From an optimization exercise on the open Yosys and OpenROAD flow, aimed at small area; shortcuts taken in it are not production practice. Where RTL was checked, it was by simulation tests only, not by an equivalence proof against the original. No activity file was given, so power comes from the tool's default toggle rates.

==> inputs of job 5132 <==
==> flow/design.v <==
`timescale 1ns / 1ps
module NMRPulseSequencer #(
    parameter US_DIVIDER = 125
    )(
    input wire clk,
    input wire rst,
    input wire force_on,
    input wire amp_on,
    input wire [31:0] Alen_in,
    input wire [31:0] Blen_in,
    input wire [31:0] ABdly_in,
    input wire [31:0] BBdly_in,
    input wire [15:0] BBcnt_in,
    input wire [31:0] BlankLen_in,
    output wire     sync_out,
    output wire     pulse_out,
    output wire     blank_out
    );
    reg [$clog2(US_DIVIDER)-1:0] us_counter;
    wire us_zero = ~|us_counter;
    always @(posedge clk)
        if (rst | us_zero)
            us_counter <= US_DIVIDER - 1;
        else
            us_counter <= us_counter - 1;
    localparam STATE_AH    = 3'd0;
    localparam STATE_AL    = 3'd1;
    localparam STATE_BH    = 3'd2;
    localparam STATE_BL    = 3'd3;
    localparam STATE_BNEXT = 3'd4;
    localparam STATE_STOP  = 3'd5;
    reg  [2:0]  state;
    reg  [31:0] p;
    reg  [15:0] b_cnt;
    reg         pulse_reg;
    reg         pulse_reg_prv;
    reg         blank_act;
    reg  [31:0] blank_q;
    reg  [31:0] cmp;
    always @* begin
        case (state[1:0])
            2'd0: cmp = Alen_in;
            2'd1: cmp = ABdly_in;
            2'd2: cmp = Blen_in;
            default: cmp = BBdly_in;
        endcase
    end
    wire hit = (p == cmp);
    wire blank_trigger = ~pulse_reg & pulse_reg_prv;
    wire blank_nz = blank_act & (blank_q != BlankLen_in);
    wire blank_dec = blank_nz & us_zero;
    always @(posedge clk)
        if (rst) begin
            state <= STATE_AH;
            p <= 0;
            pulse_reg <= 0;
            pulse_reg_prv <= 0;
            blank_act <= 0;
            blank_q <= 0;
            b_cnt <= 16'd1;
        end else begin
            if (~state[2] & state[0] & hit)
                p <= {31'd0, us_zero};
            else
                p <= p + us_zero;
            pulse_reg <= 0;
            case (state)
                STATE_AH: begin
                        pulse_reg <= 1;
                        if (hit)
                            state <= STATE_AL;
                    end
                STATE_AL: begin
                        if (hit)
                            state <= (|BBcnt_in) ? STATE_BH : STATE_STOP;
                    end
                STATE_BH: begin
                        pulse_reg <= 1;
                        if (hit)
                            state <= STATE_BNEXT;
                    end
                STATE_BNEXT: begin
                        state <= (b_cnt == BBcnt_in) ? STATE_STOP : STATE_BL;
                    end
                STATE_BL: begin
                        if (hit)
                            state <= STATE_BH;
                    end
                default: state <= STATE_STOP;
            endcase
            b_cnt <= b_cnt + (state == STATE_BNEXT);
            pulse_reg_prv <= pulse_reg;
            if (blank_trigger & ~blank_dec) begin
                blank_q <= 0;
                blank_act <= 1;
            end else
                blank_q <= blank_q + blank_dec;
        end
    assign pulse_out = pulse_reg | force_on;
    assign sync_out = (state == STATE_AH) & pulse_out;
    assign blank_out = (blank_nz | blank_trigger) | ~amp_on;
endmodule
==> flow/flow/run.sh <==
#!/bin/bash
# Layout flow: the standard ORFS flow (standard.sh) with
#  - the standard synthesis, but an area-oriented ABC script (flow/synth.tcl)
#  - minimum-size buffers on the ports (every port still gets one)
#  - small clock-tree buffers
# ORFS writes each step's full log under orfs/logs/; make's output goes to standard.log.
set -euo pipefail
W=$(pwd)
export MY_ABC_SCRIPT=$W/flow/area.abc
bash standard.sh \
  SYNTH_SCRIPT=$W/flow/synth.tcl \
  "BUFFER_PORTS_ARGS=-buffer_cell sky130_fd_sc_hd__buf_1" \
  finish > $W/standard.log 2>&1
==> flow/flow/area.abc <==
&get -n
&st
&dch -f
&nf -p -a -R 1000
&put
topo
==> flow/flow/synth.tcl <==
# The standard synthesis (synth_recipe.tcl), with only the ABC script that
# maps the combinational logic replaced by an area-oriented one (flow/area.abc).
# Registers are mapped by dfflibmap before ABC runs, so they are unchanged.
proc synth {args} { yosys synth -nofsm -noshare {*}$args }
proc abc {args} {
  set i [lsearch -exact $args -script]
  if {$i >= 0} { lset args [expr {$i+1}] $::env(MY_ABC_SCRIPT) }
  yosys abc {*}$args
}
source $::env(SCRIPTS_DIR)/synth.tcl
# left out here: clear keep_hierarchy, flatten, clean up, hide names made inside functions, write 1_2_yosys.v
==> flow/standard.sh <==
#!/bin/bash
# synth_recipe.tcl (not shown) runs the flow's synth.tcl, then flattens the netlist and writes it again
# the make line also repeats each setting of config.mk as NAME=value (left out here)
make -C /OpenROAD-flow-scripts/flow DESIGN_CONFIG=/design/flow/config.mk WORK_HOME=/design/flow/orfs CLKGATE_MAP_FILE= SYNTH_SCRIPT=/design/flow/synth_recipe.tcl "${@:-finish}"
==> flow/config.mk <==
export PLATFORM = sky130hd
export DESIGN_NAME = NMRPulseSequencer
export DESIGN_NICKNAME = NMRPulseSequencer
export VERILOG_FILES = /design/flow/design.v
export SDC_FILE = /design/flow/constraint.sdc
export NUM_CORES = 4
export LEC_CHECK = 0
export CAP_MARGIN = 20
export CORE_MARGIN = 2
export CORE_UTILIZATION = 40
export CTS_BUF_LIST = sky130_fd_sc_hd__clkbuf_8
export PLACE_DENSITY = 0.6
export SLEW_MARGIN = 20
==> flow/constraint.sdc <==
create_clock -name core_clock -period 8.0 [get_ports {clk}]
set_input_delay 1.6000 -clock core_clock [delete_from_list [all_inputs] [get_ports {clk}]]
set_output_delay 1.6000 -clock core_clock [all_outputs]
set_load 0.01 [all_outputs]
==> inputs of job 4032, as changes to job 5132 <==
==> flow/design.v (replaced) <==
`timescale 1ns / 1ps
module NMRPulseSequencer #(
    parameter US_DIVIDER = 125
    )(
    input wire clk,
    input wire rst,
    input wire force_on,
    input wire amp_on,
    input wire [31:0] Alen_in,
    input wire [31:0] Blen_in,
    input wire [31:0] ABdly_in,
    input wire [31:0] BBdly_in,
    input wire [15:0] BBcnt_in,
    input wire [31:0] BlankLen_in,
    output wire     sync_out,
    output wire     pulse_out,
    output wire     blank_out
    );
    wire us_zero;
    generate
        if (US_DIVIDER == 125) begin : g_lfsr
            reg  [6:0] us_lfsr;
            assign us_zero = (us_lfsr == 7'b1010000);
            always @(posedge clk)
                if (rst | us_zero)
                    us_lfsr <= 7'd0;
                else
                    us_lfsr <= {us_lfsr[5:0], ~(us_lfsr[6] ^ us_lfsr[5])};
        end else begin : g_count
            reg [$clog2(US_DIVIDER)-1:0] us_counter;
            assign us_zero = ~|us_counter;
            always @(posedge clk)
                if (rst | us_zero)
                    us_counter <= US_DIVIDER - 1;
                else
                    us_counter <= us_counter - 1;
        end
    endgenerate
    reg  [1:0]  m;
    reg  [1:0]  s;
    reg  [31:0] p;
    reg  [15:0] b_cnt;
    reg  [31:0] blank_q;
    reg  [31:0] cmp;
    always @* begin
        case (s)
            2'd0: cmp = ABdly_in;
            2'd1: cmp = Blen_in;
            2'd2: cmp = BBdly_in;
            default: cmp = Alen_in;
        endcase
    end
    wire hit = (p == cmp);
    wire pulse_reg = ~m[1] & m[0];
    wire blank_trigger = m[1] & ~m[0];
    wire st_ah = (m == 2'b11) | (pulse_reg & (s == 2'd3));
    wire st_bnext = pulse_reg & (s == 2'd2);
    wire st_high = st_ah | (s == 2'd1);        
    wire b_start = hit & ((s == 2'd0) | ((s == 2'd2) & ~m[0]));
    wire b_zero = ~|b_cnt;
    wire blank_nz = |blank_q;
    wire blank_dec = blank_nz & us_zero;
    reg  [1:0] s_next;
    always @* begin
        if (st_ah)
            s_next = hit ? 2'd0 : 2'd3;
        else if (st_bnext)
            s_next = b_zero ? 2'd3 : 2'd2;
        else case (s)
            2'd0: s_next = hit ? (b_zero ? 2'd3 : 2'd1) : 2'd0;
            2'd1: s_next = hit ? 2'd2 : 2'd1;
            2'd2: s_next = hit ? 2'd1 : 2'd2;
            default: s_next = 2'd3;
        endcase
    end
    always @(posedge clk)
        if (rst) begin
            m <= 2'b11;
            s <= 2'd3;
            p <= 0;
            blank_q <= 0;
            b_cnt <= BBcnt_in;
        end else begin
            if (b_start)
                p <= {31'd0, us_zero};
            else
                p <= p + us_zero;
            m <= {~st_high & pulse_reg, st_high};
            s <= s_next;
            b_cnt <= b_cnt - b_start;
            if (blank_trigger & ~blank_dec)
                blank_q <= BlankLen_in;
            else
                blank_q <= blank_q - blank_dec;
        end
    assign pulse_out = pulse_reg | force_on;
    assign sync_out = st_ah & pulse_out;
    assign blank_out = (blank_nz | blank_trigger) | ~amp_on;
endmodule
==> flow/flow/run.sh (replaced) <==
#!/bin/bash
# Layout flow: the standard ORFS flow (standard.sh) with
#  - the standard synthesis, but an area-oriented ABC script (flow/synth.tcl,
#    flow/area.abc) for the combinational logic; registers are unchanged
#  - minimum-size buffers on the ports (every port still gets one)
#  - small clock-tree buffers and no dummy clock loads
# ORFS writes each step's full log under orfs/logs/; make's output goes to standard.log.
set -euo pipefail
W=$(pwd)
export MY_ABC_SCRIPT=$W/flow/area.abc
bash standard.sh \
  SYNTH_SCRIPT=$W/flow/synth.tcl \
  "BUFFER_PORTS_ARGS=-buffer_cell sky130_fd_sc_hd__buf_1" \
  "CTS_ARGS=-sink_clustering_enable -repair_clock_nets -dont_use_dummy_load -buf_list sky130_fd_sc_hd__clkbuf_8" \
  finish > $W/standard.log 2>&1
==> flow/flow/area.abc (replaced) <==
&get -n
&st
&deepsyn -T 60
&dch -f
&nf -p -a -R 1000
&put
topo
CAP_MARGIN = 0   (was 20)
CORE_UTILIZATION = 60   (was 40)
CTS_BUF_LIST = unset   (was sky130_fd_sc_hd__clkbuf_8)
PLACE_DENSITY = 0.75   (was 0.6)
SLEW_MARGIN = 0   (was 20)
==> inputs of job 4025, as changes to job 5132 <==
--- a/flow/design.v
+++ b/flow/design.v
@@ -17,11 +17,11 @@
     output wire     blank_out
     );
-    reg [$clog2(US_DIVIDER)-1:0] us_counter;
-    wire us_zero = ~|us_counter;
+    reg  [6:0] us_lfsr;
+    wire us_zero = (us_lfsr == 7'b1010000);
     always @(posedge clk)
         if (rst | us_zero)
-            us_counter <= US_DIVIDER - 1;
+            us_lfsr <= 7'd0;
         else
-            us_counter <= us_counter - 1;
+            us_lfsr <= {us_lfsr[5:0], ~(us_lfsr[6] ^ us_lfsr[5])};
     localparam STATE_AH    = 3'd0;
     localparam STATE_AL    = 3'd1;
@@ -35,5 +35,4 @@
     reg         pulse_reg;
     reg         pulse_reg_prv;
-    reg         blank_act;
     reg  [31:0] blank_q;
     reg  [31:0] cmp;
@@ -48,5 +47,5 @@
     wire hit = (p == cmp);
     wire blank_trigger = ~pulse_reg & pulse_reg_prv;
-    wire blank_nz = blank_act & (blank_q != BlankLen_in);
+    wire blank_nz = |blank_q;
     wire blank_dec = blank_nz & us_zero;
     always @(posedge clk)
@@ -56,7 +55,6 @@
             pulse_reg <= 0;
             pulse_reg_prv <= 0;
-            blank_act <= 0;
             blank_q <= 0;
-            b_cnt <= 16'd1;
+            b_cnt <= BBcnt_in;
         end else begin
             if (~state[2] & state[0] & hit)
@@ -81,5 +79,5 @@
                     end
                 STATE_BNEXT: begin
-                        state <= (b_cnt == BBcnt_in) ? STATE_STOP : STATE_BL;
+                        state <= (b_cnt == 16'd1) ? STATE_STOP : STATE_BL;
                     end
                 STATE_BL: begin
@@ -89,11 +87,10 @@
                 default: state <= STATE_STOP;
             endcase
-            b_cnt <= b_cnt + (state == STATE_BNEXT);
+            b_cnt <= b_cnt - (state == STATE_BNEXT);
             pulse_reg_prv <= pulse_reg;
-            if (blank_trigger & ~blank_dec) begin
-                blank_q <= 0;
-                blank_act <= 1;
-            end else
-                blank_q <= blank_q + blank_dec;
+            if (blank_trigger & ~blank_dec)
+                blank_q <= BlankLen_in;
+            else
+                blank_q <= blank_q - blank_dec;
         end
     assign pulse_out = pulse_reg | force_on;
==> flow/flow/run.sh (replaced) <==
#!/bin/bash
# Layout flow: the standard ORFS flow (standard.sh) with
#  - the standard synthesis, but an area-oriented ABC script (flow/synth.tcl,
#    flow/area.abc) for the combinational logic; registers are unchanged
#  - minimum-size buffers on the ports (every port still gets one)
#  - small clock-tree buffers and no dummy clock loads
# ORFS writes each step's full log under orfs/logs/; make's output goes to standard.log.
set -euo pipefail
W=$(pwd)
export MY_ABC_SCRIPT=$W/flow/area.abc
bash standard.sh \
  SYNTH_SCRIPT=$W/flow/synth.tcl \
  "BUFFER_PORTS_ARGS=-buffer_cell sky130_fd_sc_hd__buf_1" \
  "CTS_ARGS=-sink_clustering_enable -repair_clock_nets -dont_use_dummy_load -buf_list sky130_fd_sc_hd__clkbuf_8" \
  finish > $W/standard.log 2>&1
==> flow/flow/area.abc (replaced) <==
&get -n
&st
&deepsyn -T 60
&dch -f
&nf -p -a -R 1000
&put
topo
==> comparison <==
- Against job 4032, the fmax of job 5132 is higher by about 7%.
- Utilization, lowest first: job 4025, job 5132, job 4032.
- Between job 5132 and job 4025, the lower flip-flop and latch count is in job 4025 (gap 1).
- Combinational power, lowest first: job 4032, job 5132, job 4025.
- Between job 4032 and job 5132, the lower synthesized cell count is in job 4032 (gap 8.8%, measured against job 5132).
- The lowest final area belongs to job 4032, the highest to job 5132.
- Between job 4025 and job 5132, the lower sequential power is in job 5132 (gap about 3%, measured against job 5132).
- Die area: job 5132 > job 4025 > job 4032.
The RTL of job 4025 was laid out without a check of its function.

[what the ideal ports hide]
How much do the figures lean on ideal ports? The routed layouts below were timed once more, with nothing changed but the port constraints. Step 1: set_driving_cell puts a clkbuf_16 on clk and a buf_2 on each other input, an assumption about the parent block. Step 2 adds t to the input delays and takes it off the output delays; t is the mean of the earliest and latest rising clock arrival at the registers after step 1. Input paths then give back, and output paths get back, about the clock's delay inside the block. Three values: ideal, step 1, step 2; two values: the first two.
| run | t, ns | setup WS [ns] | latest minus earliest clock arrival (ns) | worst slew at a driven data input, ns | pins driven straight from the clock port |
|---|---|---|---|---|---|
| job 5132 | 0.400 | 3.313 / 3.294 / 3.157 | 0.014 / 0.013 | 0.05 | 1 |
| job 4032 | 0.379 | 2.967 / 2.980 / 2.601 | 0.027 / 0.026 | 0.05 | 1 |
| job 4025 | 0.386 | 3.229 / 3.199 / 3.299 | 0.026 / 0.026 | 0.07 | 1 |
After both steps setup and hold are still met in every run listed. The setup slack of job 4032, which loses most, moves by +0.013 ns with the drivers and by -0.366 ns with both steps.
